From an optimization exercise on the open Yosys and OpenROAD flow, aimed at a short achievable clock period and few clock cycles; shortcuts taken in it are not production practice.
In this exercise RTL edits were held to simulation tests only and were not proved equivalent to the original.
Power figures rest on the tool's default switching activity, not on a simulated workload.

$ cat flow/design.v
`timescale 1ns / 1ps
`timescale 1ns / 1ps
`timescale 1ns / 1ps
`timescale 1ns / 1ps
`timescale 1ns / 1ps
`timescale 1ns / 1ps
`timescale 1ns / 1ps
`timescale 1ns / 1ps
`timescale 1ns / 1ps
`default_nettype none
module cpu (
    input  wire        clk,
    input  wire        rst_n,
    output wire [15:0] imem_addr,
    input  wire [7:0]  imem_data,
    output wire [15:0] dmem_addr,
    input  wire [7:0]  dmem_rd_data,
    output wire [7:0]  dmem_wr_data,
    output wire        dmem_wr_en
);
    reg  [15:0] rf [1:15];
    reg         fO, fV, fC, fN, fZ;
    reg  [15:0] mar;
    reg  [15:0] stk [0:15];
    reg  [3:0]  sp;
    reg  [15:0] tos;             
    reg         s_rv0, s_rv1, s_op, s_b1, s_b2, s_b3;
    reg  [15:0] fa;              
    reg  [15:0] ia_n;            
    reg  [7:0]  op;              
    reg  [7:0]  w1;              
    reg  [7:0]  vlo;             
    assign imem_addr = ~ia_n;
    wire [7:0]  b  = imem_data;
    wire [7:0]  md = dmem_rd_data;
    wire [15:0] p1 = fa + 16'd1;
    wire [15:0] p2 = {fa[15:1] + 15'd1, fa[0]};
    function [15:0] rsel;
        input [3:0] idx;
        input [239:0] regs;      
        integer k;
        begin
            rsel = 16'h0000;
            for (k = 1; k < 16; k = k + 1)
                rsel = rsel | (regs[(k-1)*16 +: 16] & {16{idx == k}});
        end
    endfunction
    wire [239:0] rflat;
    genvar gi;
    generate
        for (gi = 1; gi < 16; gi = gi + 1) begin : g_rf
            assign rflat[(gi-1)*16 +: 16] = rf[gi];
        end
    endgenerate
    wire [15:0] r_52 = rsel(b[5:2], rflat);
    wire [15:0] r_74 = rsel(b[7:4], rflat);
    wire [7:0]  r_30 = rsel(b[3:0], rflat);
    wire o_arith = (op <= 8'h09) || (op >= 8'h3F);    
    wire o_unary = (op >= 8'h0A) && (op <= 8'h25);    
    wire o_jump  = ((op >= 8'h26) && (op <= 8'h2C)) ||
                   ((op >= 8'h38) && (op <= 8'h3A));
    wire o_mov   = (op == 8'h2D);
    wire o_lmar  = (op == 8'h2E);
    wire o_smar  = (op == 8'h2F);
    wire o_load  = (op == 8'h30);
    wire o_stor  = (op == 8'h31);
    wire o_push  = (op == 8'h3B);
    wire o_pop   = (op == 8'h3C);
    wire o_call  = (op == 8'h3D);
    wire o_comp  = (op >= 8'h34) && (op <= 8'h37);
    wire o_djn   = (op == 8'h35);
    wire o_std3  = o_arith | o_unary | o_mov | o_lmar;
    wire o_two   = ~o_std3 & ~o_comp;
    wire b_imar  = (b == 8'h32);
    wire b_dmar  = (b == 8'h33);
    wire b_ret   = (b == 8'h3E);
    wire [1:0] bmode = b[7:6];       
    wire [1:0] mode  = w1[7:6];      
    wire need_w2 = o_lmar |
                   (o_mov   & (bmode != 2'b11)) |
                   (o_arith & (bmode != 2'b11)) |
                   (o_unary & (bmode == 2'b00));
    wire djn_skip = o_djn & (bmode != 2'b10);
    reg jcond;
    always @(*) begin
        case (op)
            8'h26: jcond = 1'b1;
            8'h27: jcond = fZ;
            8'h28: jcond = fN;
            8'h29: jcond = ~fZ & ~fN;
            8'h2A: jcond = fV;
            8'h2B: jcond = fC;
            8'h2C: jcond = fO;
            8'h38: jcond = ~fZ;
            8'h39: jcond = (fN == fV);
            8'h3A: jcond = (fN != fV) | fZ;
            8'h3D: jcond = 1'b1;
            default:  jcond = 1'b0;
        endcase
    end
    reg  [7:0]  A, B;
    reg  [3:0]  xrd;
    reg  [15:0] d16;             
    reg  [7:0]  wd;              
    reg         x_alu;           
    reg         x_we;            
    reg         x_passa;         
    reg         x_passb;         
    reg         x_sub;
    reg         x_ci;            
    reg  [2:0]  x_sel;           
    reg  [2:0]  x_sh;
    reg  [4:0]  x_bm;
    reg         x_sle;           
    reg         x_mar_ld, x_imar, x_dmar;
    reg         x_push, x_pop, x_popw;
    reg         x_stor;
    reg         c_we, c_sub;
    reg  [1:0]  c_cm;
    reg  [2:0]  c_sel;
    always @(*) begin
        c_we = 1'b0; c_sub = 1'b0; c_cm = 2'd0; c_sel = 3'd0;
        case (op)
            8'h00: begin c_we = 1'b1; end
            8'h01: begin c_we = 1'b1; c_cm = 2'd2; end
            8'h02: begin c_we = 1'b1; c_sub = 1'b1; c_cm = 2'd1; end
            8'h03: begin c_we = 1'b1; c_sub = 1'b1; c_cm = 2'd3; end
            8'h04: begin c_we = 1'b1; c_sel = 3'd1; end
            8'h05:  begin c_we = 1'b1; c_sel = 3'd2; end
            8'h06: begin c_we = 1'b1; c_sel = 3'd3; end
            8'h07: begin c_we = 1'b1; c_sel = 3'd4; end
            8'h08: begin c_we = 1'b1; c_sel = 3'd5; end
            8'h09: begin c_sub = 1'b1; c_cm = 2'd1; end
            8'h34: begin c_we = 1'b1; end
            8'h35: begin c_we = 1'b1; c_sub = 1'b1; c_cm = 2'd1; end
            8'h36: begin c_we = 1'b1; c_sub = 1'b1; c_cm = 2'd1; end
            8'h37: begin c_we = 1'b1; c_sub = 1'b1; c_cm = 2'd1; end
            default: begin
                if (o_unary) begin
                    c_we  = 1'b1;
                    c_sel = (op <= 8'h11) ? 3'd6 : 3'd7;
                end
            end
        endcase
    end
    wire c_ci = (c_cm == 2'd0) ? 1'b0 :
                (c_cm == 2'd1) ? 1'b1 :
                (c_cm == 2'd2) ? fC : ~fC;
    wire [7:0] bx = B ^ {8{x_sub}};
    wire [7:0] g  = A & bx;
    wire [7:0] pp = A ^ bx;
    reg [7:0] G0, P0, G1, P1, G2, P2, G3;
    integer q;
    always @(*) begin
        G0 = g; P0 = pp;
        G0[0] = g[0] | (pp[0] & x_ci);
        for (q = 0; q < 8; q = q + 1) begin
            G1[q] = G0[q]; P1[q] = P0[q];
            if (q >= 1) begin
                G1[q] = G0[q] | (P0[q] & G0[q-1]);
                P1[q] = P0[q] & P0[q-1];
            end
        end
        for (q = 0; q < 8; q = q + 1) begin
            G2[q] = G1[q]; P2[q] = P1[q];
            if (q >= 2) begin
                G2[q] = G1[q] | (P1[q] & G1[q-2]);
                P2[q] = P1[q] & P1[q-2];
            end
        end
        for (q = 0; q < 8; q = q + 1) begin
            G3[q] = G2[q];
            if (q >= 4)
                G3[q] = G2[q] | (P2[q] & G2[q-4]);
        end
    end
    wire [8:0] cy = {G3, x_ci};
    wire [7:0] sum   = pp ^ cy[7:0];
    wire       add_c = cy[8] ^ x_sub;
    wire       add_v = (A[7] == bx[7]) & (sum[7] != A[7]);
    wire [7:0] zt    = {A[6:0] | bx[6:0], x_ci};
    wire       add_z = ~|(pp ^ zt);
    wire       sh_right = x_sh[2];
    wire       sh_out   = sh_right ? A[0] : A[7];
    reg        sh_in;
    always @(*) begin
        case (x_sh[1:0])
            2'd0: sh_in = sh_out;
            2'd1: sh_in = 1'b1;
            2'd2: sh_in = 1'b0;
            default: sh_in = ~sh_out;
        endcase
    end
    wire [7:0] sh_r = sh_right ? {sh_in, A[7:1]} : {A[6:0], sh_in};
    reg [7:0] bm_r;
    always @(*) begin
        case (x_bm)
            5'h00: bm_r = A ^ 8'hFF;
            5'h01: bm_r = A ^ 8'hF0;
            5'h02: bm_r = A ^ 8'h0F;
            5'h03: bm_r = A ^ 8'hAA;
            5'h04: bm_r = A ^ 8'h55;
            5'h05: bm_r = A ^ 8'hA0;
            5'h06: bm_r = A ^ 8'h50;
            5'h07: bm_r = A ^ 8'h0A;
            5'h08: bm_r = A ^ 8'h05;
            5'h09: bm_r = A ^ 8'h01;
            5'h0A: bm_r = A ^ 8'h80;
            5'h0B: bm_r = {A[0], A[1], A[2], A[3], A[4], A[5], A[6], A[7]};
            5'h0C: bm_r = {A[7], A[6], A[5], A[4], A[0], A[1], A[2], A[3]};
            5'h0D: bm_r = {A[4], A[5], A[6], A[7], A[3], A[2], A[1], A[0]};
            5'h0E: bm_r = {A[1], A[6], A[3], A[4], A[5], A[2], A[7], A[0]};
            5'h0F: bm_r = {A[7], A[0], A[5], A[2], A[3], A[4], A[1], A[6]};
            5'h10: bm_r = {A[7], A[6], A[5], A[4], A[1], A[2], A[3], A[0]};
            5'h11: bm_r = {A[5], A[6], A[7], A[4], A[3], A[2], A[1], A[0]};
            5'h12: bm_r = {A[7], A[6], A[5], A[4], A[3], A[0], A[1], A[2]};
            5'h13: bm_r = {A[7], A[4], A[5], A[6], A[3], A[2], A[1], A[0]};
            default: bm_r = A;
        endcase
    end
    reg [7:0] res;
    reg       res_c, res_v;
    always @(*) begin
        res_c = 1'b0; res_v = 1'b0;
        case (x_sel)
            3'd0: begin res = sum; res_c = add_c; res_v = add_v; end
            3'd1: res = A & B;
            3'd2: res = A | B;
            3'd3: res = ~(A | B);
            3'd4: res = ~(A & B);
            3'd5: res = A ^ B;
            3'd6: begin res = sh_r; res_c = sh_out; end
            default: res = bm_r;
        endcase
        if (x_passa) res = A;
        if (x_passb) res = B;
    end
    wire res_z = (x_sel == 3'd0) ? add_z : (res == 8'h00);
    wire res_n = res[7];
    wire res_o = ^res;
    wire ccond = x_sle ? (sum[7] | add_z) : ~add_z;
    wire [15:0] tos_d = (s_rv0 | s_rv1) ? stk[4'd1] :
                        x_push          ? d16 :
                        x_pop           ? stk[sp + 4'd2] : tos;
    assign dmem_addr    = mar;
    assign dmem_wr_en   = x_stor;
    assign dmem_wr_data = wd;
    wire sel_vec = s_rv1;
    wire sel_r52 = s_b1 & ((o_jump | o_call) & jcond);
    wire sel_r74 = s_b3 & ccond;
    wire sel_tos = s_op & b_ret;
    wire sel_p2  = (s_op & (b_imar | b_dmar)) |
                   (s_b1 & o_std3 & ~need_w2) |
                   (s_b1 & o_comp & djn_skip);
    wire sel_p1  = ~(sel_vec | sel_r52 | sel_r74 | sel_tos | sel_p2);
    wire [15:0] fa_d = ({16{sel_vec}} & {b, vlo}) |
                       ({16{sel_r52}} & r_52) |
                       ({16{sel_r74}} & r_74) |
                       ({16{sel_tos}} & tos_d) |
                       ({16{sel_p2}}  & p2) |
                       ({16{sel_p1}}  & p1);
    always @(posedge clk or negedge rst_n) begin
        if (!rst_n) begin
            fa   <= 16'hFFFC;
            ia_n <= ~16'hFFFC;
        end else begin
            fa   <= fa_d;
            ia_n <= ~fa_d;
        end
    end
    always @(posedge clk or negedge rst_n) begin
        if (!rst_n) begin
            s_rv0 <= 1'b1; s_rv1 <= 1'b0; s_op <= 1'b0;
            s_b1  <= 1'b0; s_b2  <= 1'b0; s_b3 <= 1'b0;
            op    <= 8'h00;
            w1    <= 8'h00;
            vlo   <= 8'h00;
            A     <= 8'h00;
            B     <= 8'h00;
            xrd   <= 4'h0;
            d16   <= 16'h0000;
            wd    <= 8'h00;
            x_alu <= 1'b0; x_we <= 1'b0; x_passa <= 1'b0; x_passb <= 1'b0;
            x_sub <= 1'b0; x_ci <= 1'b0; x_sel <= 3'd0; x_sh <= 3'd0; x_bm <= 5'd0;
            x_sle <= 1'b0;
            x_mar_ld <= 1'b0; x_imar <= 1'b0; x_dmar <= 1'b0;
            x_push <= 1'b0; x_pop <= 1'b0; x_popw <= 1'b0; x_stor <= 1'b0;
        end else begin
            x_alu <= 1'b0; x_we <= 1'b0; x_passa <= 1'b0; x_passb <= 1'b0;
            x_mar_ld <= 1'b0; x_imar <= 1'b0; x_dmar <= 1'b0;
            x_push <= 1'b0; x_pop <= 1'b0; x_popw <= 1'b0; x_stor <= 1'b0;
            x_sub <= c_sub;
            x_ci  <= c_ci;
            x_sel <= c_sel;
            x_sh  <= op[2:0] - 3'd2;      
            x_bm  <= op[4:0] - 5'h12;     
            x_sle <= (op == 8'h36);
            if (s_rv0) begin
                vlo   <= b;
                s_rv0 <= 1'b0;
                s_rv1 <= 1'b1;
            end
            if (s_rv1) begin
                s_rv1 <= 1'b0;
                s_op  <= 1'b1;
            end
            if (s_op) begin
                op <= b;
                if (b_imar | b_dmar) begin
                    x_imar <= b_imar;
                    x_dmar <= b_dmar;
                end else if (b_ret) begin
                    x_pop  <= 1'b1;
                end else begin
                    s_op <= 1'b0;
                    s_b1 <= 1'b1;
                end
            end
            if (s_b1) begin
                w1   <= b;
                s_b1 <= 1'b0;
                A    <= o_comp ? r_74[7:0] : r_52[7:0];
                B    <= (o_comp & (bmode != 2'b11)) ? (o_djn ? 8'h01 : r_30) : md;
                xrd  <= o_comp ? b[7:4] : b[5:2];
                wd   <= r_52[7:0];                  
                d16  <= o_call ? p1 : r_52;         
                if (o_std3) begin
                    if (need_w2) begin
                        s_b2 <= 1'b1;
                    end else begin
                        s_op    <= 1'b1;
                        x_alu   <= ~o_mov;
                        x_we    <= o_mov | c_we;
                        x_passb <= o_mov;
                    end
                end else if (o_comp) begin
                    if (djn_skip) begin
                        s_b3   <= 1'b1;
                        x_alu  <= 1'b1;
                        x_we   <= 1'b1;
                    end else begin
                        s_b2 <= 1'b1;
                    end
                end else begin
                    s_op     <= 1'b1;
                    x_mar_ld <= o_smar;
                    x_stor   <= o_stor;
                    x_push   <= o_push | o_call;
                    x_pop    <= o_pop;
                    x_popw   <= o_pop;
                    x_we     <= o_load;
                    x_passb  <= o_load;
                end
            end
            if (s_b2) begin
                s_b2 <= 1'b0;
                d16  <= {w1, b};                    
                if (mode == 2'b10)
                    B <= b;
                else if (o_std3)
                    B <= r_30;
                if (o_comp) begin
                    s_b3 <= 1'b1;
                    if (!o_djn) begin
                        xrd <= b[7:4];
                        if (mode != 2'b00) A <= r_74[7:0];
                    end
                    x_alu  <= 1'b1;
                    x_we   <= 1'b1;
                end else begin
                    s_op <= 1'b1;
                    if (o_mov | (mode == 2'b00)) A <= r_74[7:0];
                    x_mar_ld <= o_lmar;
                    x_alu    <= ~o_mov & ~o_lmar;
                    x_we     <= o_mov | c_we;
                    x_passa  <= o_mov;
                end
            end
            if (s_b3) begin
                s_b3 <= 1'b0;
                s_op <= 1'b1;
            end
        end
    end
    always @(posedge clk or negedge rst_n) begin
        if (!rst_n) begin
            fO <= 1'b0; fV <= 1'b0; fC <= 1'b0; fN <= 1'b0; fZ <= 1'b0;
            mar <= 16'h0000;
            sp  <= 4'h0;
        end else begin
            if (x_alu) begin
                fZ <= res_z;
                fN <= res_n;
                fC <= res_c;
                fV <= res_v;
                fO <= res_o;
            end
            if (x_mar_ld)
                mar <= d16;
            else if (x_imar)
                mar <= mar + 16'd1;
            else if (x_dmar)
                mar <= mar - 16'd1;
            if (x_push)
                sp <= sp - 4'd1;
            else if (x_pop)
                sp <= sp + 4'd1;
        end
    end
    integer i;
    always @(posedge clk or negedge rst_n) begin
        if (!rst_n) begin
            for (i = 1; i < 16; i = i + 1)
                rf[i] <= 16'h0000;
        end else begin
            for (i = 1; i < 16; i = i + 1) begin
                if (x_popw && xrd == i[3:0])
                    rf[i] <= tos;
                else if (x_we && xrd == i[3:0])
                    rf[i][7:0] <= res;
            end
        end
    end
    always @(posedge clk) begin
        if (x_push)
            stk[sp] <= d16;
    end
    always @(posedge clk) begin
        tos <= tos_d;
    end
endmodule
`default_nettype wire
$ cat flow/run.sh
#!/bin/bash
# synth_recipe.tcl (not shown) runs the flow's synth.tcl, then flattens the netlist and writes it again
# the make line also repeats each setting of config.mk as NAME=value (left out here)
make -C /OpenROAD-flow-scripts/flow DESIGN_CONFIG=/design/flow/config.mk WORK_HOME=/design/flow/orfs CLKGATE_MAP_FILE= SYNTH_SCRIPT=/design/flow/synth_recipe.tcl finish
$ cat flow/config.mk
export PLATFORM = sky130hd
export DESIGN_NAME = cpu
export DESIGN_NICKNAME = cpu
export VERILOG_FILES = /design/flow/design.v
export SDC_FILE = /design/flow/constraint.sdc
export NUM_CORES = 4
export LEC_CHECK = 0
export ABC_CLOCK_PERIOD_IN_PS = 2500
export CAP_MARGIN = 20
export CORE_MARGIN = 2
export CORE_UTILIZATION = 40
export PLACE_DENSITY = 0.6
export SETUP_SLACK_MARGIN = 5
export SLEW_MARGIN = 20
export TNS_END_PERCENT = 100
$ cat flow/constraint.sdc
create_clock -name core_clock -period 8.0 [get_ports {clk}]
set_input_delay 1.6000 -clock core_clock [delete_from_list [all_inputs] [get_ports {clk}]]
set_output_delay 1.6000 -clock core_clock [all_outputs]
set_load 0.01 [all_outputs]
==> results of run 1 <==
## flip-flops by register name, summed over array words and instances, names as in the netlist, 3 cells and up
register	count
B	8
x_bm	5
A	8
sp	4
w1	8
op	8
d16	16
stk	256
vlo	8
fa	16
mar	16
wd	8
x_sel	3
ia_n	16
rf	240
tos	16
xrd	4
## cell type report
type / instances / area, sq um / area share, %
inverter: 87 / 358 / 0.784
sequential: 665 / 17900 / 39.3
clock buffer: 99 / 2010 / 4.40
antenna: 5 / 12.5 / 0.0274
multi-input combinational: 2253 / 18600 / 40.9
timing repair buffer: 430 / 4740 / 10.4
tap: 1165 / 1460 / 3.20
clock inverter: 34 / 485 / 1.06
## stage by stage
stage          hold slack (ns)  power [mW]  cells  util [%]  setup slack (ns)
6_report                 0.442        15.7   4738      51.8              4.43
5_1_grt                  0.479        16.3   4733      51.8              4.38
4_1_cts                  0.447        14.7   4633      49.2              4.54
3_5_place_dp             0.439        10.4   4307      43.0              2.91
3_3_place_gp             0.427        10.4   4307      43.0              2.99
2_1_floorplan            0.352        8.44   3247         -              4.56
## path summary, 6_finish.rpt
| path | to | depth (start not counted) | from | slack [ns] |
|---|---|---|---|---|
| hold / removal | s_b3 | 1 | s_b3 | 0.44 |
| setup reg to reg | fZ | 15 | A[0] | 4.43 |
| max in group asynchronous | mar[0] | 2 | rst_n | 5.54 |
| setup / recovery | fZ | 15 | A[0] | 4.43 |
| hold reg to reg | s_b3 | 1 | s_b3 | 0.44 |
| min in group asynchronous | rf[1][0] | 1 | rst_n | 1.00 |
## cell usage in the layout (no fill, tap or decap), types with 30 or more instances in the layout
cell type                     n
sky130_fd_sc_hd__a21oi_1    108
sky130_fd_sc_hd__a221oi_1    57
sky130_fd_sc_hd__a221oi_2    54
sky130_fd_sc_hd__a222oi_1    31
sky130_fd_sc_hd__a22oi_1    137
sky130_fd_sc_hd__buf_12      52
sky130_fd_sc_hd__buf_4      229
sky130_fd_sc_hd__buf_6       66
sky130_fd_sc_hd__clkbuf_16   81
sky130_fd_sc_hd__dfrtp_1    346
sky130_fd_sc_hd__edfxtp_1   256
sky130_fd_sc_hd__ha_1        48
sky130_fd_sc_hd__inv_1       71
sky130_fd_sc_hd__mux2_2     144
sky130_fd_sc_hd__mux2i_1     50
sky130_fd_sc_hd__mux4_2      77
sky130_fd_sc_hd__nand2_1    241
sky130_fd_sc_hd__nand3_1     71
sky130_fd_sc_hd__nor2_1     263
sky130_fd_sc_hd__nor2b_1     30
sky130_fd_sc_hd__nor3_1      44
sky130_fd_sc_hd__o21ai_0     79
sky130_fd_sc_hd__o21ai_1     33
sky130_fd_sc_hd__o31ai_1     31
sky130_fd_sc_hd__xnor2_1     32
## cells by family (layout without fill, tap and decap cells)
logic type	Yosys count	in the layout	share of synthesized area, %
adders and majority gates	61	61	2.23
other	1	6	0.0106
buffers and inverters	337	650	3.68
AOI/OAI and AO/OA	890	894	18.4
DFF	665	665	50.3
xor gates and xnor gates	72	72	1.78
and+or+nand+nor	946	950	12.6
muxes	275	275	11.0
## power by group
group / total [mW] / internal, mW / switching (mW)
clock: 3.50 / 1.99 / 1.50
sequential: 5.55 / 4.24 / 1.31
combinational: 6.68 / 2.98 / 3.70
## what timing repair did
item,CTS,global route
gates resized for setup,372,288
hold buffers,0,0
buffers inserted,172,91
endpoints found under the hold margin,0,0
gates cloned,21,9
endpoints found under the setup margin,345,209
pin swaps,73,160
## layer usage
layer | part of all wire [%] | track usage (%)
met1 | 39 | 41.9
met2 | 42 | 44.3
met3 | 12 | 9.06
met4 | 6.9 | 16.1
met5 | 0.012 | 0
==> impl_metrics.tcl, run 1 <==
set metrics [dict create \
    run_status "no timing/DRC/antenna violations" \
    grt_pass1_vias 29500 \
    power-per-cell-area_nw_per_um2 345 \
    clock_latency_on_the_worst_skew_pair_ns 0.66 \
    routed_via_density 6.69 \
    yosysMostFrequentCell "sky130_fd_sc_hd__dfrtp_1" \
    final_period_minus_worst_setup_slack_ns 3.57 \
    initial_utilization_pct 40.3 \
    synth.net_count 3326 \
    final_antenna_net_count 0 \
    rsz0062_at_grt "yes" \
    number_of_enable_type_register_cells_in_the_synthesized_netlist 256 \
    buffer_ports.inserted 58 \
    seq_area_frac_synth_pct 50.3 \
    synth_cell_type_count 92 \
    max_freq_mhz 280 \
    synth_common_cells "376 x sky130_fd_sc_hd__dfrtp_1, 307 x sky130_fd_sc_hd__nor2_1, 256 x sky130_fd_sc_hd__edfxtp_1, 251 x sky130_fd_sc_hd__nand2_1, 198 x sky130_fd_sc_hd__clkbuf_1" \
    nFillCells 7632 \
    track_usage_pct 30.8 \
    vias 31700 \
    die_w_um 302 \
    timing.critical_path.arrival_ns 4.13 \
    coreArea_sq_um 88100 \
    ctsRootBufferMaster "sky130_fd_sc_hd__clkbuf_16" \
    cts_inserted_buffers 75 \
    first_pass_grt_wire_length_um 206000 \
    chipHeight_um 302 \
    syn-mean-instance-area_sq_um 10.9 \
    worstSetupEndpointType "register" \
    clock-sinks 665 \
    synthesis.yosys.warnings 2 \
    total_leakage_power_nw 18.1 \
    cts-root-to-sink-buffers 3 \
    cp_max_fo 2 \
    critical_path_buf_inv_count 2 \
    drtIter0Drc 4895 \
    ir_worst_vdd_mv 0.467 \
    number_of_failing_hold_endpoints_at_the_final_stage 0 \
    fin_crit_sh_pct 44.6 \
    worst_clock_skew_ns 0.0349 \
    remaining_drc_errors 0 \
    final.setup.tns_ns 0 \
    setup_viol 0 \
    initial_antenna_violation_count 4 \
    postSynthRegisterBits 665 \
    cp_cell_sequence "clkinvlp_4 > fa_2 > inv_2 > fa_2 > mux2i_4 > o221ai_2 > o21bai_4 > a2111o_1 > o2111a_2 > a21oi_4 > ha_4 > nand4_1 > nor2_1 > a21oi_1 > a21oi_1" \
    slew_worst_pin_ns 1.38 \
    post-synth-top-area-cell "sky130_fd_sc_hd__dfrtp_1" \
    drt-pass1-iter-count 13 \
    avgRoutedWirePerCell_um 30.9 \
    cts.clk_slew.worst_paths_ns 0.06 \
    route.final.wire_length_um 146000 \
    cpPeakStageDelay_ns 0.44 \
    timing.slew.headroom_pct 7.66 \
    htree_num_levels 3 \
    placement_rows 109 \
    p_r_area_growth_vs_syn_pct 28.5 \
    timing.final.max_slew_violations 0 \
    crit_path_top_delay_cell "sky130_fd_sc_hd__fa_2" \
    ys_async_rst_share_pct 59.1 \
    synth_area_sq_um 35500 \
    worst_path_dominant_cell_family "compound AO/OA/AOI/OAI gates" \
    maxCapViolations 0 \
    synth.top_cell.area_share_pct 26.5 \
    finalWeightedCongestion 1.01 \
    required_ns 8.56 \
    yosys-top-cells-area "sky130_fd_sc_hd__dfrtp_1 27%, sky130_fd_sc_hd__edfxtp_1 22%, sky130_fd_sc_hd__mux4_2 4.9%, sky130_fd_sc_hd__mux2_2 4.6%, sky130_fd_sc_hd__a22oi_1 3.3%" \
    path_class "reg -> reg" \
    design.die.area_sq_um 91100 \
    worstHoldPathType "reg -> reg" \
    synthFlopType "sky130_fd_sc_hd__dfrtp_1" \
    placement.cell_area_sq_um 37900 \
    grt_start_max_net_pins 161 \
    cp-start-kind "register" \
    overflow 0 \
    hpwlAfterDp_um 88600 \
    top_level_ports 59 \
    synthCells 3247 \
    layout_nets 3591 \
    finalInstanceArea_sq_um 45600 \
    tritoncts "done" \
    post_route_cells_drive_above_1_share_pct 31.8 \
]
Testbench counts, summed over its fixed seeds: cycles 116,082.
==> run 2, diff against run 1 <==
--- a/flow/config.mk
+++ b/flow/config.mk
@@ -5,7 +5,6 @@
 export SDC_FILE = /design/flow/constraint.sdc
 export NUM_CORES = 4
 export LEC_CHECK = 0
-export ABC_CLOCK_PERIOD_IN_PS = 2500
 export CAP_MARGIN = 20
 export CORE_MARGIN = 2
 export CORE_UTILIZATION = 40
==> impl_metrics.tcl, run 2 <==
set metrics [dict create \
    placed_instances 4307 \
    largest_register_ffs 256 \
    final_antenna_net_count 0 \
    seq_area_frac_synth_pct 50.3 \
    p_r_area_growth_vs_syn_pct 28.5 \
    synthCells 3247 \
    syn-mean-instance-area_sq_um 10.9 \
    synth.top_cell.area_share_pct 26.5 \
    finalWeightedCongestion 1.01 \
    yosysMostFrequentCell "sky130_fd_sc_hd__dfrtp_1" \
    cp_max_fo 2 \
    power_frac_comb_pct 42.5 \
    ctsRootBufferMaster "sky130_fd_sc_hd__clkbuf_16" \
    power-per-cell-area_nw_per_um2 345 \
    clock_latency_on_the_worst_skew_pair_ns 0.66 \
    number_of_failing_hold_endpoints_at_the_final_stage 0 \
    ir_worst_vdd_mv 0.467 \
    net_switching_power_figure_mw 6.51 \
    timing.final.max_slew_violations 0 \
    setup_viol 0 \
    yosys-top-cells-area "sky130_fd_sc_hd__dfrtp_1 27%, sky130_fd_sc_hd__edfxtp_1 22%, sky130_fd_sc_hd__mux4_2 4.9%, sky130_fd_sc_hd__mux2_2 4.6%, sky130_fd_sc_hd__a22oi_1 3.3%" \
    final-instance-count-excl-fill 4738 \
    synthesis.yosys.warnings 2 \
    initial_antenna_violation_count 4 \
    number_of_enable_type_register_cells_in_the_synthesized_netlist 256 \
    run_status "no timing/DRC/antenna violations" \
    track_usage_pct 30.8 \
    final_period_minus_worst_setup_slack_ns 3.57 \
    seq_power_share_pct 35.3 \
    coreArea_sq_um 88100 \
    worst_clock_skew_ns 0.0349 \
    cts-hold-fix-buffers 0 \
    remaining_drc_errors 0 \
    rsz0062_at_grt "yes" \
    fin_crit_sh_pct 44.6 \
    drt-pass1-iter-count 13 \
    avgRoutedWirePerCell_um 30.9 \
    ys_async_rst_share_pct 59.1 \
    route.final.wire_length_um 146000 \
    die_w_um 302 \
    maxCapViolations 0 \
    final_common_cell "sky130_fd_sc_hd__dfrtp_1" \
    path_class "reg -> reg" \
    hpwlAfterDp_um 88600 \
    worstHoldPathType "reg -> reg" \
    synth_common_cells "376 x sky130_fd_sc_hd__dfrtp_1, 307 x sky130_fd_sc_hd__nor2_1, 256 x sky130_fd_sc_hd__edfxtp_1, 251 x sky130_fd_sc_hd__nand2_1, 198 x sky130_fd_sc_hd__clkbuf_1" \
    drtIter0Drc 4895 \
    post-synth-top-area-cell "sky130_fd_sc_hd__dfrtp_1" \
    synthFlopType "sky130_fd_sc_hd__dfrtp_1" \
    vias 31700 \
    routed_via_density 6.69 \
    cell_internal_pwr_mw 9.22 \
    grt_start_max_net_pins 161 \
    required_ns 8.56 \
    top_regs "stk (256), rf (240)" \
    most-common-layout-cells "346 x sky130_fd_sc_hd__dfrtp_1, 263 x sky130_fd_sc_hd__nor2_1, 256 x sky130_fd_sc_hd__edfxtp_1, 241 x sky130_fd_sc_hd__nand2_1, 229 x sky130_fd_sc_hd__buf_4" \
    initial_utilization_pct 40.3 \
    post_route_cells_drive_above_1_share_pct 31.8 \
    final.setup.tns_ns 0 \
    final_critical_path_setup_slack_ns 4.43 \
    buffer_ports.inserted 58 \
    power.share.clock_pct 22.2 \
    chipHeight_um 302 \
    regMostFlops "stk" \
    cts-root-to-sink-buffers 3 \
    synth_cell_type_count 92 \
    cts.clk_slew.worst_paths_ns 0.06 \
    cp-start-kind "register" \
    htree_num_levels 3 \
    grt_pass1_vias 29500 \
    placement_rows 109 \
    tritoncts "done" \
    timing.critical_path.arrival_ns 4.13 \
    cts_inserted_buffers 75 \
    overflow 0 \
    design.die.area_sq_um 91100 \
    slew_worst_pin_ns 1.38 \
    sw_frac_of_total_pct 41.4 \
    clock-sinks 665 \
    detailedPlace.worstSlack_ns 2.91 \
    max_freq_mhz 280 \
    timing.slew.headroom_pct 7.66 \
    top_level_ports 59 \
    synth.net_count 3326 \
    worstSetupEndpointType "register" \
    first_pass_grt_wire_length_um 206000 \
    total_leakage_power_nw 18.1 \
    synth_area_sq_um 35500 \
    layout_nets 3591 \
    postSynthRegisterBits 665 \
]
-- run 2: worst max-delay path, cell delays in order (launching register included) --
cell and delay, ns:
sky130_fd_sc_hd__dfrtp_2 0.42, sky130_fd_sc_hd__clkinvlp_4 0.16, sky130_fd_sc_hd__fa_2 0.44, sky130_fd_sc_hd__inv_2 0.08, sky130_fd_sc_hd__fa_2 0.43, sky130_fd_sc_hd__mux2i_4 0.19, sky130_fd_sc_hd__o221ai_2 0.11, sky130_fd_sc_hd__o21bai_4 0.19
sky130_fd_sc_hd__a2111o_1 0.30, sky130_fd_sc_hd__o2111a_2 0.21, sky130_fd_sc_hd__a21oi_4 0.28, sky130_fd_sc_hd__ha_4 0.17, sky130_fd_sc_hd__nand4_1 0.12, sky130_fd_sc_hd__nor2_1 0.15, sky130_fd_sc_hd__a21oi_1 0.06, sky130_fd_sc_hd__a21oi_1 0.16
-- run 2: cell families (layout without fill, tap and decap cells) --
| family | Yosys count | in the layout | synth area share (%) |
|---|---|---|---|
| other | 1 | 6 | 0.0106 |
| muxes | 275 | 275 | 11.0 |
| buffers and inverters | 337 | 650 | 3.68 |
| DFF | 665 | 665 | 50.3 |
| adders and majority gates | 61 | 61 | 2.23 |
| AOI/OAI and AO/OA | 890 | 894 | 18.4 |
| xor gates and xnor gates | 72 | 72 | 1.78 |
| and+or+nand+nor | 946 | 950 | 12.6 |
-- run 2: cell type report --
class | instances | area [sq um]
tap | 1165 | 1460
timing repair buffer | 430 | 4740
sequential | 665 | 17900
clock inverter | 34 | 485
fill | 7632 | 42500
antenna | 5 | 12.5
clock buffer | 99 | 2010
inverter | 87 | 358
multi-input combinational | 2253 | 18600
-- run 2: layer usage --
metal	up-vias	routed length (um)	share of wire, %	global-route usage (%)
met3	628	18200	12	9.06
met1	15800	57300	39	41.9
met4	4	10000	6.9	16.1
met5	-	17	0.012	0
met2	2277	60700	42	44.3
li1	13000	-	-	-
-- run 2: repair_timing --
item	4_1_cts	5_1_grt
buffers inserted	172	91
setup endpoints to repair	345	209
pin swaps	73	160
gates cloned	21	9
gates resized for setup	372	288
-- run 2: final timing paths --
kind / from / to / slack (ns) / depth (start not counted)
worst max-delay path: A[0] / fZ / 4.43 / 15
worst min-delay path: s_b3 / s_b3 / 0.44 / 1
worst max register to register: A[0] / fZ / 4.43 / 15
worst min register to register: s_b3 / s_b3 / 0.44 / 1
max in group asynchronous: rst_n / mar[0] / 5.54 / 2
min in group asynchronous: rst_n / rf[1][0] / 1.00 / 1
-- run 2: stage by stage --
step	hold slack [ns]	area, sq um	total power [mW]	util (%)
after detailed placement	0.439	37900	10.4	43.0
after global placement	0.427	37900	10.4	43.0
final	0.442	45600	15.7	51.8
after floorplan	0.352	36400	8.44	-
after global routing	0.479	45600	16.3	51.8
after CTS	0.447	43300	14.7	49.2
-- run 2: power groups by stage --
stage | clock network, mW | registers (mW) | logic, mW
floorplan | 0 | 4.75 | 3.69
global placement | 0 | 5.54 | 4.82
detailed placement | 0 | 5.52 | 4.87
CTS | 3.54 | 5.44 | 5.68
global route | 3.68 | 5.58 | 7.08
finish | 3.50 | 5.55 | 6.68
==> run 3, diff against run 2 <==
--- a/flow/design.v
+++ b/flow/design.v
@@ -19,18 +19,23 @@
     output wire        dmem_wr_en
 );
     reg  [15:0] rf [1:15];
-    reg         fO, fV, fC, fN, fZ;
+    reg         fV, fC;
+    reg  [7:0]  fres;            
+    reg         fvalid;          
+    wire        fZ = fvalid & (fres == 8'h00);
+    wire        fN = fres[7];
+    wire        fO = ^fres;
     reg  [15:0] mar;
     reg  [15:0] stk [0:15];
     reg  [3:0]  sp;
     reg  [15:0] tos;             
     reg         s_rv0, s_rv1, s_op, s_b1, s_b2, s_b3;
     reg  [15:0] fa;              
-    reg  [15:0] ia_n;            
+    reg  [15:0] ia_x;            
     reg  [7:0]  op;              
     reg  [7:0]  w1;              
     reg  [7:0]  vlo;             
-    assign imem_addr = ~ia_n;
+    assign imem_addr = ia_x ^ 16'hFFFC;
     wire [7:0]  b  = imem_data;
     wire [7:0]  md = dmem_rd_data;
     wire [15:0] p1 = fa + 16'd1;
@@ -218,26 +223,27 @@
             default: bm_r = A;
         endcase
     end
-    reg [7:0] res;
-    reg       res_c, res_v;
+    reg [7:0] oth;               
+    reg       oth_c;
     always @(*) begin
-        res_c = 1'b0; res_v = 1'b0;
+        oth_c = 1'b0;
         case (x_sel)
-            3'd0: begin res = sum; res_c = add_c; res_v = add_v; end
-            3'd1: res = A & B;
-            3'd2: res = A | B;
-            3'd3: res = ~(A | B);
-            3'd4: res = ~(A & B);
-            3'd5: res = A ^ B;
-            3'd6: begin res = sh_r; res_c = sh_out; end
-            default: res = bm_r;
+            3'd1: oth = A & B;
+            3'd2: oth = A | B;
+            3'd3: oth = ~(A | B);
+            3'd4: oth = ~(A & B);
+            3'd5: oth = A ^ B;
+            3'd6: begin oth = sh_r; oth_c = sh_out; end
+            default: oth = bm_r;
         endcase
-        if (x_passa) res = A;
-        if (x_passb) res = B;
+        if (x_passa) oth = A;
+        if (x_passb) oth = B;
+        if (x_popw)  oth = tos[7:0];
     end
-    wire res_z = (x_sel == 3'd0) ? add_z : (res == 8'h00);
-    wire res_n = res[7];
-    wire res_o = ^res;
+    wire       x_add = (x_sel == 3'd0) & ~x_passa & ~x_passb & ~x_popw;
+    wire [7:0] res   = x_add ? sum : oth;
+    wire       res_c = x_add ? add_c : oth_c;
+    wire       res_v = x_add & add_v;
     wire ccond = x_sle ? (sum[7] | add_z) : ~add_z;
     wire [15:0] tos_d = (s_rv0 | s_rv1) ? stk[4'd1] :
                         x_push          ? d16 :
@@ -247,27 +253,46 @@
     assign dmem_wr_data = wd;
     wire sel_vec = s_rv1;
     wire sel_r52 = s_b1 & ((o_jump | o_call) & jcond);
-    wire sel_r74 = s_b3 & ccond;
     wire sel_tos = s_op & b_ret;
     wire sel_p2  = (s_op & (b_imar | b_dmar)) |
                    (s_b1 & o_std3 & ~need_w2) |
                    (s_b1 & o_comp & djn_skip);
-    wire sel_p1  = ~(sel_vec | sel_r52 | sel_r74 | sel_tos | sel_p2);
-    wire [15:0] fa_d = ({16{sel_vec}} & {b, vlo}) |
+    wire sel_p1  = ~(sel_vec | sel_r52 | sel_tos | sel_p2);
+    wire [15:0] fa_o = ({16{sel_vec}} & {b, vlo}) |
                        ({16{sel_r52}} & r_52) |
-                       ({16{sel_r74}} & r_74) |
                        ({16{sel_tos}} & tos_d) |
                        ({16{sel_p2}}  & p2) |
                        ({16{sel_p1}}  & p1);
+    wire [15:0] fa_d = (s_b3 & ccond) ? r_74 : fa_o;
     always @(posedge clk or negedge rst_n) begin
         if (!rst_n) begin
             fa   <= 16'hFFFC;
-            ia_n <= ~16'hFFFC;
+            ia_x <= 16'h0000;
         end else begin
             fa   <= fa_d;
-            ia_n <= ~fa_d;
+            ia_x <= fa_d ^ 16'hFFFC;
         end
     end
+    wire b_m11  = (bmode == 2'b11);
+    wire selA52 = s_b1 & ~o_comp;
+    wire selA74 = (s_b1 & o_comp) |
+                  (s_b2 & o_comp & ~o_djn & (mode != 2'b00)) |
+                  (s_b2 & ~o_comp & (o_mov | (mode == 2'b00)));
+    wire selAh  = ~(selA52 | selA74);
+    wire [7:0] A_d = ({8{selA52}} & r_52[7:0]) |
+                     ({8{selA74}} & r_74[7:0]) |
+                     ({8{selAh}}  & A);
+    wire selB30 = (s_b1 & o_comp & ~o_djn & ~b_m11) |
+                  (s_b2 & o_std3 & (mode != 2'b10));
+    wire selB1  = s_b1 & o_comp & o_djn & ~b_m11;
+    wire selBmd = s_b1 & ~(o_comp & ~b_m11);
+    wire selBb  = s_b2 & (mode == 2'b10);
+    wire selBh  = ~(selB30 | selB1 | selBmd | selBb);
+    wire [7:0] B_d = ({8{selB30}} & r_30) |
+                     {7'd0, selB1} |
+                     ({8{selBmd}} & md) |
+                     ({8{selBb}}  & b) |
+                     ({8{selBh}}  & B);
     always @(posedge clk or negedge rst_n) begin
         if (!rst_n) begin
             s_rv0 <= 1'b1; s_rv1 <= 1'b0; s_op <= 1'b0;
@@ -289,6 +314,8 @@
             x_alu <= 1'b0; x_we <= 1'b0; x_passa <= 1'b0; x_passb <= 1'b0;
             x_mar_ld <= 1'b0; x_imar <= 1'b0; x_dmar <= 1'b0;
             x_push <= 1'b0; x_pop <= 1'b0; x_popw <= 1'b0; x_stor <= 1'b0;
+            A <= A_d;
+            B <= B_d;
             x_sub <= c_sub;
             x_ci  <= c_ci;
             x_sel <= c_sel;
@@ -319,8 +346,6 @@
             if (s_b1) begin
                 w1   <= b;
                 s_b1 <= 1'b0;
-                A    <= o_comp ? r_74[7:0] : r_52[7:0];
-                B    <= (o_comp & (bmode != 2'b11)) ? (o_djn ? 8'h01 : r_30) : md;
                 xrd  <= o_comp ? b[7:4] : b[5:2];
                 wd   <= r_52[7:0];                  
                 d16  <= o_call ? p1 : r_52;         
@@ -355,21 +380,15 @@
             if (s_b2) begin
                 s_b2 <= 1'b0;
                 d16  <= {w1, b};                    
-                if (mode == 2'b10)
-                    B <= b;
-                else if (o_std3)
-                    B <= r_30;
                 if (o_comp) begin
                     s_b3 <= 1'b1;
                     if (!o_djn) begin
                         xrd <= b[7:4];
-                        if (mode != 2'b00) A <= r_74[7:0];
                     end
                     x_alu  <= 1'b1;
                     x_we   <= 1'b1;
                 end else begin
                     s_op <= 1'b1;
-                    if (o_mov | (mode == 2'b00)) A <= r_74[7:0];
                     x_mar_ld <= o_lmar;
                     x_alu    <= ~o_mov & ~o_lmar;
                     x_we     <= o_mov | c_we;
@@ -384,16 +403,15 @@
     end
     always @(posedge clk or negedge rst_n) begin
         if (!rst_n) begin
-            fO <= 1'b0; fV <= 1'b0; fC <= 1'b0; fN <= 1'b0; fZ <= 1'b0;
+            fV <= 1'b0; fC <= 1'b0; fres <= 8'h00; fvalid <= 1'b0;
             mar <= 16'h0000;
             sp  <= 4'h0;
         end else begin
             if (x_alu) begin
-                fZ <= res_z;
-                fN <= res_n;
-                fC <= res_c;
-                fV <= res_v;
-                fO <= res_o;
+                fres   <= res;
+                fvalid <= 1'b1;
+                fC     <= res_c;
+                fV     <= res_v;
             end
             if (x_mar_ld)
                 mar <= d16;
@@ -414,10 +432,10 @@
                 rf[i] <= 16'h0000;
         end else begin
             for (i = 1; i < 16; i = i + 1) begin
-                if (x_popw && xrd == i[3:0])
-                    rf[i] <= tos;
-                else if (x_we && xrd == i[3:0])
+                if ((x_we | x_popw) && xrd == i[3:0])
                     rf[i][7:0] <= res;
+                if (x_popw && xrd == i[3:0])
+                    rf[i][15:8] <= tos[15:8];
             end
         end
     end
==> impl_metrics.tcl, run 3 <==
set metrics [dict create \
    run_status "no timing/DRC/antenna violations" \
    layout_nets 3406 \
    rsz0062_at_grt "yes" \
    total_leakage_power_nw 17.5 \
    initial_utilization_pct 40.5 \
    final_antenna_net_count 0 \
    finalWeightedCongestion 0.993 \
    number_of_failing_hold_endpoints_at_the_final_stage 0 \
    cts.clk_slew.worst_paths_ns 0.06 \
    clock_latency_on_the_worst_skew_pair_ns 0.66 \
    timing.slew.headroom_pct 16.3 \
    placement_rows 108 \
    synth.top_cell.area_share_pct 27.1 \
    synthFlopType "sky130_fd_sc_hd__dfrtp_1" \
    cp_max_fo 5 \
    post-synth-top-area-cell "sky130_fd_sc_hd__dfrtp_1" \
    design.die.area_sq_um 90500 \
    tritoncts "done" \
    regMostFlops "stk" \
    ctsRootBufferMaster "sky130_fd_sc_hd__clkbuf_16" \
    first_pass_grt_wire_length_um 195000 \
    ys_async_rst_share_pct 59.3 \
    track_usage_pct 29.1 \
    met3_wirelength_um 15600 \
    synth.net_count 3200 \
    maxCapViolations 0 \
    seq_area_frac_synth_pct 51.0 \
    synth_area_sq_um 35200 \
    final.setup.tns_ns 0 \
    synth_common_cells "382 x sky130_fd_sc_hd__dfrtp_1, 256 x sky130_fd_sc_hd__edfxtp_1, 241 x sky130_fd_sc_hd__nand2_1, 237 x sky130_fd_sc_hd__mux2_2, 209 x sky130_fd_sc_hd__nor2_1" \
    setup_viol 0 \
    vias 29500 \
    sw_frac_of_total_pct 40.2 \
    cts_inserted_buffers 74 \
    required_ns 8.58 \
    final-instance-count-excl-fill 4549 \
    timing.reg2reg.worst_path_depth 14 \
    grt_start_max_net_pins 157 \
    post_route_cells_drive_above_1_share_pct 31.7 \
    timing.final.max_slew_violations 0 \
    cp-start-kind "input pin" \
    net_switching_power_figure_mw 5.69 \
    most-common-layout-cells "347 x sky130_fd_sc_hd__dfrtp_1, 256 x sky130_fd_sc_hd__edfxtp_1, 232 x sky130_fd_sc_hd__nand2_1, 223 x sky130_fd_sc_hd__mux2_2, 209 x sky130_fd_sc_hd__buf_4" \
    highest_layer "met5" \
    cts-root-to-sink-buffers 3 \
    final_period_minus_worst_setup_slack_ns 3.22 \
    nFillCells 7685 \
    cell_internal_pwr_mw 8.46 \
    synthCells 3121 \
    top_regs "stk (256), rf (240)" \
    hpwlAfterDp_um 83900 \
    worst_clock_skew_ns 0.0443 \
    fin_crit_sh_pct 40.2 \
    yosys-top-cells-area "sky130_fd_sc_hd__dfrtp_1 27%, sky130_fd_sc_hd__edfxtp_1 22%, sky130_fd_sc_hd__mux2_2 7.6%, sky130_fd_sc_hd__mux4_2 4.0%, sky130_fd_sc_hd__a22oi_1 3.5%" \
    max_freq_mhz 311 \
    top_level_ports 59 \
    synth_cell_type_count 109 \
    slew_worst_pin_ns 1.25 \
    worstSetupEndpointType "register" \
    seq_power_share_pct 38.0 \
    routed_via_density 6.49 \
    yosysMostFrequentCell "sky130_fd_sc_hd__dfrtp_1" \
    timing.critical_path.arrival_ns 3.80 \
    clock-sinks 669 \
    p_r_area_growth_vs_syn_pct 24.5 \
    remaining_drc_errors 0 \
    synthesis.yosys.warnings 2 \
    path_class "in -> reg" \
    number_of_enable_type_register_cells_in_the_synthesized_netlist 256 \
    routed-wl-met2_um 58400 \
    largest_register_ffs 256 \
    overflow 0 \
    final_common_cell "sky130_fd_sc_hd__dfrtp_1" \
    placed_instances 4180 \
    power-per-cell-area_nw_per_um2 323 \
    power.share.clock_pct 24.7 \
    avgRoutedWirePerCell_um 29.7 \
    worst_r2r_startpoint "x_sub" \
    route.final.wire_length_um 135000 \
    chipHeight_um 301 \
    buffer_ports.inserted 58 \
    critical_path.endpoint "fa[15]" \
    worstHoldPathType "reg -> reg" \
    drtIter0Drc 4896 \
    die_w_um 301 \
    fin_hold_ws_ns 0.493 \
    cp-startpoint "imem_data[3]" \
    ir_worst_vdd_mv 0.259 \
    met1Wirelength_um 53800 \
    power_frac_comb_pct 37.3 \
    htree_num_levels 3 \
    r2r_slack_ns 4.93 \
    syn-mean-instance-area_sq_um 11.3 \
    drt-pass1-iter-count 13 \
    crit-reg2reg-capture "ia_x[13]" \
    grt_pass1_vias 28100 \
    initial_antenna_violation_count 6 \
    coreArea_sq_um 87000 \
    postSynthRegisterBits 669 \
]
run 3: timing repair:
| action | 4_1_cts | 5_1_grt |
|---|---|---|
| resized for setup | 341 | 181 |
| endpoints found under the setup margin | 300 | 205 |
| hold buffers | 0 | 0 |
| buffers inserted | 140 | 63 |
| pin swaps | 71 | 107 |
| hold endpoints to repair | 0 | 0 |
| gates cloned | 20 | 3 |
run 3: layout make-up:
| type | count | area [sq um] | area share, % |
|---|---|---|---|
| Multi-Input combinational cell | 2110 | 17500 | 39.9 |
| Clock buffer | 97 | 2010 | 4.58 |
| Tap cell | 1155 | 1450 | 3.29 |
| Timing Repair Buffer | 359 | 3920 | 8.94 |
| Sequential cell | 669 | 18000 | 41.1 |
| Clock inverter | 41 | 475 | 1.08 |
| Timing Repair inverter | 1 | 5.00 | 0.0114 |
| Inverter | 112 | 480 | 1.09 |
| Antenna cell | 5 | 12.5 | 0.0285 |
run 3: routing by layer:
layer / GRT usage, % / up-vias
met3: 8.81 / 584
met5: 0 / -
li1: - / 12300
met2: 43.6 / 1998
met4: 12.5 / 6
met1: 39.1 / 14600
run 3: kinds of logic (layout without fill, tap and decap cells):
| group | count (synthesis) | after routing | synth area share (%) |
|---|---|---|---|
| adder cells (fa/ha/maj) | 62 | 62 | 2.28 |
| flip-flops | 669 | 669 | 51.0 |
| XOR/XNOR | 75 | 75 | 1.89 |
| other | 1 | 6 | 0.0106 |
| buffers and inverters | 345 | 610 | 4.21 |
| multiplexers | 352 | 352 | 13.1 |
| AND/OR/NAND/NOR | 800 | 801 | 11.0 |
| AO/OA/AOI/OAI | 817 | 819 | 16.6 |
run 3: worst min-delay path by stage:
stage	from	to	slack [ns]	depth (start not counted)
finish	w1[1]	d16[9]	0.49	2
global route	fres[5]	fres[5]	0.52	1
CTS	w1[1]	d16[9]	0.49	2
detailed placement	s_b3	s_b3	0.45	1
global placement	s_b3	s_b3	0.44	1
floorplan	op[0]	x_bm[0]	0.35	0
run 3: power groups by stage:
stage / logic, mW / registers [mW] / clock network [mW]
after floorplan: 3.22 / 4.72 / 0
after global placement: 4.16 / 5.41 / 0
after detailed placement: 4.18 / 5.40 / 0
after CTS: 4.70 / 5.31 / 3.54
after global routing: 5.66 / 5.43 / 3.68
final: 5.28 / 5.38 / 3.49
run 3: stage by stage:
step                      total power [mW]  worst slack (ns)  cell area [sq um]  util, %
after floorplan                       7.94              4.59              35900        -
after global placement                9.57              3.07              37300     42.8
after detailed placement              9.58              2.97              37300     42.8
after CTS                             13.5              4.85              42500     48.9
after global routing                  14.8              4.71              43900     50.4
final                                 14.2              4.78              43900     50.4
run 3: critical path: stages:
cell	delay [ns]
sky130_fd_sc_hd__buf_16	0.12
sky130_fd_sc_hd__buf_12	0.14
sky130_fd_sc_hd__buf_16	0.12
sky130_fd_sc_hd__buf_4	0.13
sky130_fd_sc_hd__buf_8	0.12
sky130_fd_sc_hd__nor2b_4	0.14
sky130_fd_sc_hd__a22o_1	0.23
sky130_fd_sc_hd__and3_1	0.23
sky130_fd_sc_hd__nor4_4	0.32
sky130_fd_sc_hd__buf_6	0.18
sky130_fd_sc_hd__nor2_4	0.03
sky130_fd_sc_hd__a211oi_2	0.17
sky130_fd_sc_hd__o211ai_1	0.13
sky130_fd_sc_hd__o31a_1	0.12
Testbench counts of run 3, summed over its fixed seeds: cycles 116,082.
==> run 4, diff against run 3 <==
==> flow/flow/run.sh (new file) <==
#!/bin/bash
set -euo pipefail
bash standard.sh SETUP_SLACK_MARGIN=5.6 finish > standard.log 2>&1
==> flow/standard.sh (new file) <==
#!/bin/bash
# synth_recipe.tcl (not shown) runs the flow's synth.tcl, then flattens the netlist and writes it again
# the make line also repeats each setting of config.mk as NAME=value (left out here)
make -C /OpenROAD-flow-scripts/flow DESIGN_CONFIG=/design/flow/config.mk WORK_HOME=/design/flow/orfs CLKGATE_MAP_FILE= SYNTH_SCRIPT=/design/flow/synth_recipe.tcl "${@:-finish}"
removed: flow/run.sh
==> impl_metrics.tcl, run 4 <==
set metrics [dict create \
    final_common_cell "sky130_fd_sc_hd__dfrtp_1" \
    layout_nets 3563 \
    final_period_minus_worst_setup_slack_ns 3.12 \
    placed_instances 4171 \
    grt_start_max_net_pins 148 \
    yosys-top-cells-area "sky130_fd_sc_hd__dfrtp_1 27%, sky130_fd_sc_hd__edfxtp_1 22%, sky130_fd_sc_hd__mux2_2 7.6%, sky130_fd_sc_hd__mux4_2 4.0%, sky130_fd_sc_hd__a22oi_1 3.5%" \
    sw_frac_of_total_pct 41.1 \
    ir_worst_vdd_mv 0.316 \
    placement.cell_area_sq_um 37600 \
    final-instance-count-excl-fill 4702 \
    first_pass_grt_wire_length_um 216000 \
    path_common_cell "sky130_fd_sc_hd__buf_6" \
    detailedPlace.worstSlack_ns 3.05 \
    crit_path_top_delay_cell "sky130_fd_sc_hd__nor4b_4" \
    maxCapViolations 0 \
    cp_cell_sequence "buf_16 > buf_12 > nor4b_4 > buf_6 > a22oi_2 > o211ai_1 > nor3_4 > buf_6 > nor2_1 > a22oi_1 > o211a_1 > mux2_4" \
    remaining_drc_errors 0 \
    timing.critical_path.arrival_ns 3.65 \
    final_critical_path_setup_slack_ns 4.88 \
    seq_area_frac_synth_pct 51.0 \
    chipHeight_um 301 \
    synth_cell_type_count 109 \
    route.final.wire_length_um 152000 \
    critical_path_buf_inv_count 4 \
    die_w_um 301 \
    timing.slew.headroom_pct 31.5 \
    finalInstanceArea_sq_um 47800 \
    routed_via_density 6.70 \
    cp_max_fo 7 \
    synthesis.yosys.warnings 2 \
    post-synth-top-area-cell "sky130_fd_sc_hd__dfrtp_1" \
    number_of_enable_type_register_cells_in_the_synthesized_netlist 256 \
    number_of_failing_hold_endpoints_at_the_final_stage 0 \
    cpPeakStageDelay_ns 0.38 \
    coreArea_sq_um 87000 \
    synth.net_count 3200 \
    power_frac_comb_pct 44.0 \
    synth_area_sq_um 35200 \
    synthFlopType "sky130_fd_sc_hd__dfrtp_1" \
    postSynthRegisterBits 669 \
    setup_viol 0 \
    final.setup.tns_ns 0 \
    finalWeightedCongestion 0.973 \
    rsz0062_at_grt "yes" \
    clock-sinks 669 \
    post_route_cells_drive_above_1_share_pct 41.7 \
    worstHoldPathType "reg -> reg" \
    hpwlAfterDp_um 87700 \
    path_class "in -> reg" \
    initial_utilization_pct 40.5 \
    net_switching_power_figure_mw 6.63 \
    placement_rows 108 \
    track_usage_pct 32.7 \
    required_ns 8.53 \
    total_leakage_power_nw 19.0 \
    htree_num_levels 3 \
    cp-start-kind "input pin" \
    most-common-layout-cells "337 x sky130_fd_sc_hd__dfrtp_1, 256 x sky130_fd_sc_hd__edfxtp_1, 242 x sky130_fd_sc_hd__buf_4, 224 x sky130_fd_sc_hd__nand2_1, 189 x sky130_fd_sc_hd__mux2_2" \
    avgRoutedWirePerCell_um 32.4 \
    power-per-cell-area_nw_per_um2 338 \
    cell_internal_pwr_mw 9.52 \
    r2r_slack_ns 4.96 \
    postLayoutCoreUtil_pct 54.9 \
    initial_antenna_violation_count 5 \
    fin_crit_sh_pct 38.9 \
    multi_input_comb_area_sq_um 19000 \
    p_r_area_growth_vs_syn_pct 35.5 \
    buffer_ports.inserted 58 \
    worst_path_dominant_cell_family "buffers and inverters" \
    cts-root-to-sink-buffers 3 \
    largest_register_ffs 256 \
    ctsRootBufferMaster "sky130_fd_sc_hd__clkbuf_16" \
    power.share.clock_pct 22.7 \
    ys_async_rst_share_pct 59.3 \
    worstSetupEndpointType "register" \
    synth.top_cell.area_share_pct 27.1 \
    overflow 0 \
    drtIter0Drc 5286 \
    cts-hold-fix-buffers 0 \
    final_antenna_net_count 0 \
    slew_worst_pin_ns 1.02 \
    synth_common_cells "382 x sky130_fd_sc_hd__dfrtp_1, 256 x sky130_fd_sc_hd__edfxtp_1, 241 x sky130_fd_sc_hd__nand2_1, 237 x sky130_fd_sc_hd__mux2_2, 209 x sky130_fd_sc_hd__nor2_1" \
    nFillCells 7173 \
    vias 31500 \
    grt_pass1_vias 30600 \
    design.die.area_sq_um 90500 \
    seq_power_share_pct 33.3 \
    tritoncts "done" \
    synthCells 3121 \
    cts.clk_slew.worst_paths_ns 0.07 \
    max_freq_mhz 321 \
    syn-mean-instance-area_sq_um 11.3 \
    regMostFlops "stk" \
    top_regs "stk (256), rf (240)" \
    worst_clock_skew_ns 0.0444 \
    top_level_ports 59 \
    run_status "no timing/DRC/antenna violations" \
    drt-pass1-iter-count 13 \
    register_area_sq_um 18000 \
    clock_latency_on_the_worst_skew_pair_ns 0.68 \
    timing.final.max_slew_violations 0 \
    yosysMostFrequentCell "sky130_fd_sc_hd__dfrtp_1" \
    cts_inserted_buffers 74 \
]
## run 4: metrics by stage
stage               power, mW  hold slack (ns)
detailed placement       9.78            0.452
finish                   16.1            0.502
floorplan                8.11            0.349
global placement         9.68            0.444
CTS                      15.3            0.502
global route             16.7            0.517
## run 4: worst paths after layout
kind	to	depth (start not counted)	start
hold / removal	d16[9]	2	w1[1]
hold reg to reg	d16[9]	2	w1[1]
min in group asynchronous	rf[2][2]	1	rst_n
setup reg to reg	ia_x[8]	12	B[1]
setup / recovery	ia_x[5]	12	imem_data[4]
max in group asynchronous	x_bm[4]	2	rst_n
## run 4: power by group through the flow
stage / combinational [mW] / sequential, mW / clock [mW]
after global placement: 4.26 / 5.42 / 0
final: 7.10 / 5.38 / 3.67
after global routing: 7.42 / 5.42 / 3.84
after detailed placement: 4.34 / 5.44 / 0
after CTS: 6.29 / 5.31 / 3.70
after floorplan: 3.38 / 4.73 / 0
## run 4: cells by family after synthesis
family,Yosys count,share of synthesized area (%)
AOI/OAI and AO/OA,817,16.6
xor gates and xnor gates,75,1.89
adders and majority gates,62,2.28
buffers and inverters,345,4.21
DFF,669,51.0
muxes,352,13.1
other,1,0.0106
and+or+nand+nor,800,11.0
## run 4: tightest hold or removal path: cells and delay by family (launching register included)
kind	cells	cell delay, ns
AO/OA/AOI/OAI	1	0.06
AND/OR/NAND/NOR	1	0.06
flip-flops	1	0.35
## run 4: metal layers
metal	global-route usage [%]	wire (um)	share of wire, %
met5	0	68	0.045
met4	17.8	11100	7.3
met3	9.91	18700	12
met2	48.6	65500	43
met1	42.7	57100	37
## run 4: cell type report
class / count / area share, %
Clock buffer: 96 / 4.26
Sequential cell: 669 / 37.8
Inverter: 112 / 1.02
Multi-Input combinational cell: 2115 / 39.8
Tap cell: 1155 / 3.03
Antenna cell: 2 / 0.0105
Clock inverter: 41 / 1.28
Timing Repair inverter: 2 / 0.0341
Timing Repair Buffer: 510 / 12.8
## run 4: what timing repair did
action,4_1_cts,5_1_grt
setup endpoints to repair,678,518
pin swaps,211,158
cloned,47,3
resized for setup,785,212
buffers inserted,282,60
==> run 5, diff against run 4 <==
--- a/flow/config.mk
+++ b/flow/config.mk
@@ -5,10 +5,10 @@
 export SDC_FILE = /design/flow/constraint.sdc
 export NUM_CORES = 4
 export LEC_CHECK = 0
-export CAP_MARGIN = 20
+export CAP_MARGIN = 40
 export CORE_MARGIN = 2
 export CORE_UTILIZATION = 40
 export PLACE_DENSITY = 0.6
 export SETUP_SLACK_MARGIN = 5
-export SLEW_MARGIN = 20
+export SLEW_MARGIN = 40
 export TNS_END_PERCENT = 100
==> impl_metrics.tcl, run 5 <==
set metrics [dict create \
    synthesis.yosys.warnings 2 \
    yosysMostFrequentCell "sky130_fd_sc_hd__dfrtp_1" \
    cts-root-to-sink-buffers 3 \
    hold-path-endpoint "d16[9]" \
    die_w_um 301 \
    p_r_area_growth_vs_syn_pct 35.9 \
    synth_area_sq_um 35200 \
    synth.top_cell.area_share_pct 27.1 \
    power-per-cell-area_nw_per_um2 334 \
    register_area_sq_um 18000 \
    slew_worst_pin_ns 0.856 \
    first_pass_grt_wire_length_um 214000 \
    multi_input_comb_area_sq_um 18900 \
    required_ns 8.53 \
    yosys-top-cells-area "sky130_fd_sc_hd__dfrtp_1 27%, sky130_fd_sc_hd__edfxtp_1 22%, sky130_fd_sc_hd__mux2_2 7.6%, sky130_fd_sc_hd__mux4_2 4.0%, sky130_fd_sc_hd__a22oi_1 3.5%" \
    track_usage_pct 32.4 \
    post_route_cells_drive_above_1_share_pct 42.2 \
    buffer_ports.inserted 58 \
    maxCapViolations 0 \
    chipHeight_um 301 \
    avgRoutedWirePerCell_um 31.9 \
    rsz0062_at_grt "yes" \
    coreArea_sq_um 87000 \
    worst_clock_skew_ns 0.0485 \
    design.die.area_sq_um 90500 \
    r2r_slack_ns 4.90 \
    top_level_ports 59 \
    timing.reg2reg.worst_path_depth 13 \
    clock_latency_on_the_worst_skew_pair_ns 0.67 \
    placed_instances 4180 \
    timing.final.max_slew_violations 0 \
    initial_utilization_pct 40.5 \
    top_regs "stk (256), rf (240)" \
    total_leakage_power_nw 19.2 \
    final.setup.tns_ns 0 \
    synth_common_cells "382 x sky130_fd_sc_hd__dfrtp_1, 256 x sky130_fd_sc_hd__edfxtp_1, 241 x sky130_fd_sc_hd__nand2_1, 237 x sky130_fd_sc_hd__mux2_2, 209 x sky130_fd_sc_hd__nor2_1" \
    hpwlAfterDp_um 88200 \
    drt-pass1-iter-count 13 \
    grt_start_max_net_pins 148 \
    htree_num_levels 3 \
    clock-sinks 669 \
    vias 31400 \
    hold_path_depth 2 \
    routed_via_density 6.64 \
    post-synth-top-area-cell "sky130_fd_sc_hd__dfrtp_1" \
    postSynthRegisterBits 669 \
    postLayoutCoreUtil_pct 55.0 \
    min_from "w1[1]" \
    cp-start-kind "input pin" \
    run_status "no timing/DRC/antenna violations" \
    worst_r2r_startpoint "x_sub" \
    crit-reg2reg-capture "ia_x[0]" \
    cts.clk_slew.worst_paths_ns 0.06 \
    detailedPlace.worstSlack_ns 3.11 \
    nFillCells 7172 \
    final-instance-count-excl-fill 4730 \
    timing.slew.headroom_pct 42.9 \
    final_antenna_net_count 0 \
    finalWeightedCongestion 0.973 \
    route.final.wire_length_um 151000 \
    drtIter0Drc 5051 \
    path_class "in -> reg" \
    timing.critical_path.arrival_ns 3.69 \
    number_of_enable_type_register_cells_in_the_synthesized_netlist 256 \
    total_power_mw 16.0 \
    synthCells 3121 \
    ys_async_rst_share_pct 59.3 \
    placement.cell_area_sq_um 37800 \
    synth.net_count 3200 \
    synthFlopType "sky130_fd_sc_hd__dfrtp_1" \
    syn-mean-instance-area_sq_um 11.3 \
    setup_viol 0 \
    synth_cell_type_count 109 \
    worstSetupEndpointType "register" \
    cp_max_fo 6 \
    worstHoldPathType "reg -> reg" \
    overflow 0 \
    number_of_failing_hold_endpoints_at_the_final_stage 0 \
    initial_antenna_violation_count 5 \
    tritoncts "done" \
    final_critical_path_setup_slack_ns 4.84 \
    fin_hold_ws_ns 0.501 \
    largest_register_ffs 256 \
    fin_crit_sh_pct 39.5 \
    cts_inserted_buffers 76 \
    placement_rows 108 \
    layout_nets 3591 \
    most-common-layout-cells "335 x sky130_fd_sc_hd__dfrtp_1, 256 x sky130_fd_sc_hd__buf_4, 256 x sky130_fd_sc_hd__edfxtp_1, 220 x sky130_fd_sc_hd__nand2_1, 188 x sky130_fd_sc_hd__mux2_2" \
    seq_area_frac_synth_pct 51.0 \
    final_common_cell "sky130_fd_sc_hd__dfrtp_1" \
    grt_pass1_vias 30500 \
    ir_worst_vdd_mv 0.261 \
    max_freq_mhz 316 \
    finalInstanceArea_sq_um 47900 \
    final_period_minus_worst_setup_slack_ns 3.16 \
    remaining_drc_errors 0 \
    regMostFlops "stk" \
    ctsRootBufferMaster "sky130_fd_sc_hd__clkbuf_16" \
]
-- run 5: area by class of cell --
class,count,area share [%]
diodes,1,0.00522
clock buffers,97,4.34
clock inverters,43,1.03
inverters,112,1.05
multi-input cells,2112,39.6
flip-flops and latches,669,37.6
well taps,1155,3.02
repair buffers,537,13.2
repair inverters,4,0.112
-- run 5: timing repair --
| action | 4_1_cts | 5_1_grt |
|---|---|---|
| gates cloned | 38 | 4 |
| hold buffers | 0 | 0 |
| setup buffers | 295 | 69 |
| gates resized for setup | 773 | 210 |
| pin swaps | 210 | 147 |
| endpoints found under the setup margin | 545 | 470 |
-- run 5: power by group --
group	switching, mW	internal, mW	leakage, nW
clock	1.55	2.01	1.25
sequential	1.13	4.26	7.65
combinational	3.87	3.17	10.2
-- run 5: worst max-delay path by stage --
stage,start,endpoint,slack [ns],depth (start not counted)
after global placement,imem_data[5],ia_x[4],3.09,10
after floorplan,imem_data[5],ia_x[3],4.59,9
final,imem_data[2],d16[8],4.84,12
after detailed placement,imem_data[4],ia_x[4],3.11,10
after global routing,x_sub,ia_x[0],4.84,13
after CTS,s_b1,ia_x[8],4.99,7
-- run 5: routing by layer --
metal  global-route usage (%)  vias to the layer above  wire, um
met5                    0.317                        -       256
met4                     17.3                       10      9920
met3                     10.1                      717     17800
met2                     48.5                     2251     65700
met1                     42.0                    15700     57400
li1                         -                    12700         -
-- run 5: cells by family after synthesis --
kind of cell	after synthesis	share of synthesized area, %
flops	669	51.0
xor+xnor	75	1.89
other cells	1	0.0106
fa+ha+maj	62	2.28
simple gates	800	11.0
compound gates	817	16.6
mux	352	13.1
buf+inv	345	4.21
-- run 5: worst max-delay path, cell delays in order --
cell,delay [ns]
sky130_fd_sc_hd__buf_16,0.14
sky130_fd_sc_hd__buf_16,0.15
sky130_fd_sc_hd__buf_8,0.13
sky130_fd_sc_hd__and4bb_4,0.26
sky130_fd_sc_hd__buf_4,0.17
sky130_fd_sc_hd__buf_6,0.11
sky130_fd_sc_hd__a22oi_2,0.14
sky130_fd_sc_hd__nand4_1,0.16
sky130_fd_sc_hd__a211oi_4,0.36
sky130_fd_sc_hd__nand2_1,0.13
sky130_fd_sc_hd__a311oi_2,0.27
sky130_fd_sc_hd__a21oi_1,0.06

port drivers added, routing unchanged:
No port has a modelled driver above. Below, the same layouts with a new extraction and two added sets of constraints. Step 1: set_driving_cell puts a clkbuf_16 on clk and a buf_2 on each other input, an assumption about the parent block. Step 2 adds t to the input delays and takes it off the output delays; t is the mean of the earliest and latest rising clock arrival at the registers after step 1. Input paths then give back, and output paths get back, about the clock's delay inside the block. Slacks: ideal / step 1 / step 2; pairs: ideal / step 1.
run	t (ns)	setup slack, ns	worst data-port slew with drivers (ns)
run 1	0.702	4.431 / 4.431 / 3.917	0.25
run 2	0.702	4.431 / 4.431 / 3.917	0.25
run 3	0.708	4.781 / 4.710 / 4.002	0.24
run 4	0.728	4.885 / 4.709 / 3.981	0.33
run 5	0.724	4.838 / 4.778 / 4.055	0.19
After both steps every run listed still meets setup and hold. For run 4, which loses most, drivers alone change the setup slack by -0.176 ns; drivers and shift together by -0.904 ns.
